Background: an optimization exercise with open tools, aiming at small area. Do not read the settings as production practice.
Function was checked by simulation only, so behaviour that the tests miss may differ from the original.
No activity file was given, so power comes from the tool's default toggle rates.

File: design/flow/design.v
module register_file_2r_1w
#(
    parameter ADDR_WIDTH    = 5,  
    parameter DATA_WIDTH    = 32
)
(
    input  logic         clk,
    input  logic         rst_n,
    input  logic [ADDR_WIDTH-1:0]  raddr_a_i,
    output logic [DATA_WIDTH-1:0]  rdata_a_o,
    input  logic [ADDR_WIDTH-1:0]  raddr_b_i,
    output logic [DATA_WIDTH-1:0]  rdata_b_o,
    input logic [ADDR_WIDTH-1:0]   waddr_c_i,
    input logic [DATA_WIDTH-1:0]   wdata_c_i,
    input logic                    we_c_i
);
  localparam    NUM_WORDS = 2**ADDR_WIDTH;
  logic [NUM_WORDS-1:0][DATA_WIDTH-1:0] rf_reg;
  logic [NUM_WORDS-1:0]                 we_c_dec;
  always_comb begin : we_c_decoder
    for (int i=0; i<NUM_WORDS; i++) begin
      if (waddr_c_i == i)
        we_c_dec[i] = we_c_i;
      else
        we_c_dec[i] = 1'b0;
    end
  end
  genvar i;
  generate 
   for (i=0; i<NUM_WORDS; i++) begin : rf_gen
      always_ff @(posedge clk or negedge rst_n) begin : register_write_behavioral
         if (rst_n==1'b0) begin
            rf_reg[i] <= 'b0;
         end else begin
            if(we_c_dec[i])
              rf_reg[i] <= wdata_c_i;
            else
              rf_reg[i] <= rf_reg[i];
         end
      end
    end 
  endgenerate
  always_comb begin : register_read_a_behavioral
    rdata_a_o = rf_reg[raddr_a_i];
  end
  always_comb begin : register_read_b_behavioral
    rdata_b_o = rf_reg[raddr_b_i];
  end
endmodule
module alu
#(
    parameter DATA_WIDTH    = 32
)
(
    input logic                   clk,
    input logic                   rst_n,
    input logic [1:0]             op_i,
    input logic [DATA_WIDTH-1:0]  data_a_i,
    input logic [DATA_WIDTH-1:0]  data_b_i,
    output logic [DATA_WIDTH-1:0] data_c_o,
    output logic                  c_o
);
  logic                           carry;
  always_comb begin
     carry = 1'b0;
     case(op_i)
        2'b00: {carry,data_c_o} = $signed(data_a_i) + $signed(data_b_i);
        2'b01: {carry,data_c_o} = $signed(data_a_i) - $signed(data_b_i);
        2'b10: data_c_o         = data_a_i ^ data_b_i;
        2'b11: data_c_o         = data_a_i & data_b_i;
     endcase  
  end
  assign c_o = carry;
endmodule
module top
#(
    parameter ADDR_WIDTH    = 5,  
    parameter DATA_WIDTH    = 32
)
(
    input logic                   clk,
    input logic                   rst_n,
    input logic [1:0]             op_i,
    input logic [ADDR_WIDTH-1:0]  raddr_a_i,
    output logic [DATA_WIDTH-1:0] rdata_a_o,
    input logic [ADDR_WIDTH-1:0]  raddr_b_i,
    output logic [DATA_WIDTH-1:0] rdata_b_o,
    input logic [ADDR_WIDTH-1:0]  waddr_c_i,
    input logic [DATA_WIDTH-1:0]  wdata_c_i,
    input logic                   we_c_i,
    output logic [DATA_WIDTH-1:0] data_c_o,
    output logic                  c_o 
);
   logic [DATA_WIDTH-1:0]         data_a;
   logic [DATA_WIDTH-1:0]         data_b;
   register_file_2r_1w i_rf(
             .clk       ( clk       ),
             .rst_n     ( rst_n     ),
             .raddr_a_i ( raddr_a_i ),
             .rdata_a_o ( data_a    ),
             .raddr_b_i ( raddr_b_i ),
             .rdata_b_o ( data_b    ),
             .waddr_c_i ( waddr_c_i ),
             .wdata_c_i ( wdata_c_i ),
             .we_c_i    ( we_c_i    )
             );
   assign rdata_a_o = data_a;
   assign rdata_b_o = data_b;
   alu i_alu(
      .clk       ( clk      ),
      .rst_n     ( rst_n    ),
      .op_i      ( op_i     ),
      .data_a_i  ( data_a   ),
      .data_b_i  ( data_b   ),
      .data_c_o  ( data_c_o ),
      .c_o       ( c_o      )
  );
endmodule
File: design/flow/run.sh
#!/bin/bash
# synth_recipe.tcl (not shown) runs the flow's synth.tcl, then flattens the netlist and writes it again
# the make line also repeats each setting of config.mk as NAME=value (left out here)
make -C /OpenROAD-flow-scripts/flow DESIGN_CONFIG=/design/flow/config.mk WORK_HOME=/design/flow/orfs CLKGATE_MAP_FILE= SYNTH_SCRIPT=/design/flow/synth_recipe.tcl finish
File: design/flow/config.mk
export PLATFORM = sky130hd
export DESIGN_NAME = top
export DESIGN_NICKNAME = top
export VERILOG_FILES = /design/flow/design.v
export SDC_FILE = /design/flow/constraint.sdc
export NUM_CORES = 4
export LEC_CHECK = 0
export CAP_MARGIN = 20
export CORE_MARGIN = 2
export CORE_UTILIZATION = 40
export SLEW_MARGIN = 20
File: design/flow/constraint.sdc
create_clock -name core_clock -period 9.0 [get_ports {clk}]
set_input_delay 1.8000 -clock core_clock [delete_from_list [all_inputs] [get_ports {clk}]]
set_output_delay 1.8000 -clock core_clock [all_outputs]
set_load 0.01 [all_outputs]
==> impl_metrics.tcl <==
set metrics [dict create \
    drc 0 \
    crit_buf_inv 4 \
    final_max_slew_viol_count 0 \
    crit_slowest_cell "clkdlybuf4s50_1" \
    drv_cap 0 \
    finalSetupTns_ns 0 \
    clock-sinks 1024 \
    cts_made_buffers 112 \
    skew_ns 0 \
    hp-class "flop to flop" \
    synth_area_um2 58460 \
    post-route-min-period_ns 8.737 \
    largest_register_ffs 1024 \
    cts_resized 0 \
    cts_max_level 3 \
    max_freq_ghz 0.1145 \
    critical_path.top_delay_family "compound AO/OA/AOI/OAI gates" \
    ant_nets 0 \
    die_w_um 386.3 \
    grt_setup_unrepaired "no" \
    final_util 0.4593 \
    power.density_nw_per_um2 237.9 \
    fillers 12780 \
    critPathMaxFanout 11 \
    r2r_end "i_rf.rf_reg[16]" \
    ioPinCount 149 \
    hpwlAfterDp_mm 111.9 \
    synthToLayoutAreaGrowth_pct 14.22 \
    num_vias 37560 \
    insertion_delay_ns 0.72 \
    grt_pass1_wl_mm 274.0 \
    syn_nets 3991 \
    async_reset_ff_frac 1.000 \
    critPathArrivalTime_ns 6.94 \
    mostFrequentLayoutCells "1,039 x mux2_2, 1,024 x dfrtp_1, 640 x mux4_2" \
    r2r_slack_ns 8.19 \
    slowest_delay_ns 0.60 \
    die_area_um2 149200 \
    slew_headroom 0.2388 \
    core_um2 145400 \
    fin_nets 4085 \
    die_h_um 386.3 \
    grt.total_usage 0.2520 \
    hold_path_startpoint "i_rf.rf_reg[375]" \
    cts_root_buf "clkbuf_16" \
    overflow 0 \
    cts_tree "built" \
    synth_ff_type "dfrtp_1" \
    fin_area_um2 66780 \
    num_rows 140 \
    r2r_cells 1 \
    syn-instance-count 3873 \
    status "timing/DRC/antenna clean" \
    dpl_cell_area_um2 63220 \
    synth_edf_count 0 \
    drtIter0Drc 3570 \
    post_cts_buffers 0 \
    gp_congestion 0.9567 \
    crit_top_cell "o211ai_1" \
    layout_commonest_cell "mux2_2" \
    antenna_found_initial 13 \
    worstSetupEndpointType "output pin" \
    path_depth 17 \
    wl_per_cell_um 31.01 \
    grt_start_max_net_pins 182 \
    clockBufferDepth 3 \
    synth_top_area_cell "dfrtp_1" \
    yosysTopAreaCellShare 0.4383 \
    hold_path_depth 1 \
    cts.clk_slew.worst_paths_ns 0.06 \
    drive_gt1_frac 0.5345 \
    ir_drop_uv 149.4 \
    via_per_inst 6.280 \
    cp.required_ns 7.20 \
    crit_path_cell_trace "buf_8 > buf_12 > buf_4 > mux4_2 > mux4_2 > mux2_2 > ha_1 > o211ai_1 > a21oi_1 > o211ai_1 > a2111oi_2 > o211ai_1 > o21ai_2 > a21oi_1 > xor2_1 > o221ai_1 > clkdlybuf4s50_1" \
    port_buffers 148 \
    final-hold-violation-count 0 \
    min_to "i_rf.rf_reg[375]" \
    fin_crit_sh 0.9708 \
    synthTopCellsByArea "dfrtp_1 44%, mux4_2 25%, mux2_2 20%" \
    yosysWarnings 2 \
    startpoint_type "input pin" \
    drt_first_pass_iters 5 \
    setup_viol_count_final 0 \
    worst_pin_slew_ns 1.141 \
    drt-total-wl_mm 185.4 \
    ys_seq_elements 1024 \
    grt_pass1_vias 38290 \
    syn_area_per_cell_um2 15.10 \
    p_leak_nw 28.44 \
    start_util 0.4021 \
    path_class "input pin to output pin" \
    synth_seq_area_share 0.4383 \
    r2r_start "i_rf.rf_reg[16]" \
    synth.distinct_cells 79 \
    cts.hold.buffers_added 0 \
]
## logic make-up after synthesis
| kind of cell | after synthesis | share of synthesized area |
|---|---|---|
| xor gates and xnor gates | 5 | 0.0007492 |
| DFF | 1024 | 0.4383 |
| adders and majority gates | 66 | 0.01438 |
| buffers and inverters | 464 | 0.03139 |
| AOI/OAI and AO/OA | 303 | 0.03632 |
| muxes | 1736 | 0.4568 |
| and+or+nand+nor | 275 | 0.02204 |
## how the worst max path moves through the flow
| stage | end | start | slack [ns] |
|---|---|---|---|
| 3_5_place_dp | c_o | raddr_b_i[0] | 0.27 |
| 3_3_place_gp | data_c_o[27] | raddr_a_i[0] | 0.31 |
| 6_report | data_c_o[27] | raddr_a_i[0] | 0.26 |
| 5_1_grt | c_o | raddr_b_i[0] | 0.04 |
| 2_1_floorplan | data_c_o[25] | raddr_a_i[0] | 1.12 |
| 4_1_cts | c_o | raddr_b_i[0] | 0.26 |
## per-layer routing
| metal | global-route usage | up-vias | wire (µm) |
|---|---|---|---|
| li1 | - | 15340 | - |
| met2 | 0.3777 | 1440 | 82760 |
| met3 | 0.05200 | 298 | 13980 |
| met5 | 0 | - | 27 |
| met1 | 0.3726 | 20480 | 83410 |
| met4 | 0.06747 | 4 | 5274 |
## cells in the mapped netlist, drive strengths merged (5+ instances only)
| library cell | instances |
|---|---|
| inv | 68 |
| o221a | 5 |
| or3 | 5 |
| nand2b | 17 |
| o21bai | 10 |
| a2111oi | 7 |
| mux4 | 640 |
| nor3 | 40 |
| o211ai | 15 |
| nor2 | 91 |
| nand3 | 16 |
| nor2b | 13 |
| nand4 | 6 |
| dfrtp | 1024 |
| o21ai | 51 |
| a21oi | 88 |
| a211oi | 21 |
| ha | 64 |
| nor4 | 8 |
| a21o | 18 |
| a31oi | 11 |
| mux2i | 38 |
| o311ai | 5 |
| nand2 | 61 |
| o21a | 7 |
| o31ai | 12 |
| buf | 127 |
| clkbuf | 269 |
| a211o | 7 |
| mux2 | 1058 |
| and2 | 6 |
## layout make-up
| type | instances | area, µm² | area share |
|---|---|---|---|
| clock inverters | 34 | 335.3 | 0.005021 |
| inverters | 68 | 255.2 | 0.003822 |
| diodes | 6 | 15.01 | 0.0002248 |
| clock buffers | 171 | 3254 | 0.04873 |
| well taps | 1917 | 2399 | 0.03592 |
| flip-flops and latches | 1024 | 25620 | 0.3837 |
| repair buffers | 376 | 3670 | 0.05495 |
| multi-input cells | 2385 | 31230 | 0.4676 |
## power breakdown
part	switching (mW)	internal (mW)	total (mW)
logic	2.39	2.81	5.21
clock network	1.95	2.60	4.55
registers	0.625	5.51	6.13
## through the flow
stage          setup slack, ns  hold slack [ns]  std cells  total power [mW]
6_report                0.2632           0.5040       5981             15.89
5_1_grt                0.03837           0.5232       5979             16.66
4_1_cts                 0.2562           0.5068       5973             15.93
3_5_place_dp            0.2679           0.4937       5768             11.36
3_3_place_gp            0.3121           0.4832       5768             11.26
2_1_floorplan            1.119           0.4701       3873             9.438

## afterwards: timing with drivers on the ports
The flow's constraints put no driver on any port. The routed layout listed below was extracted and timed again, unchanged, in two steps. Step 1 (the two cells are an assumption about what drives the block):
set clk [get_ports {clk}]
set_driving_cell -lib_cell sky130_fd_sc_hd__clkbuf_16 $clk
set_driving_cell -lib_cell sky130_fd_sc_hd__buf_2 [delete_from_list [all_inputs] $clk]
Step 2 adds t to the input delays and takes it off the output delays; t is the mean of the earliest and latest rising clock arrival at the registers after step 1. Input paths then give back, and output paths get back, about the clock's delay inside the block. a / b / c = ideal / step 1 / step 2; a / b = the first two.
shift t [ns]: 0.799
setup WS [ns]: 0.263 / 0.211 / 0.211
clock arrival spread, ns: 0.029 / 0.028
After both steps this run still meets setup and hold. For this run, drivers alone change the setup slack by -0.052 ns; drivers and shift together by -0.052 ns.
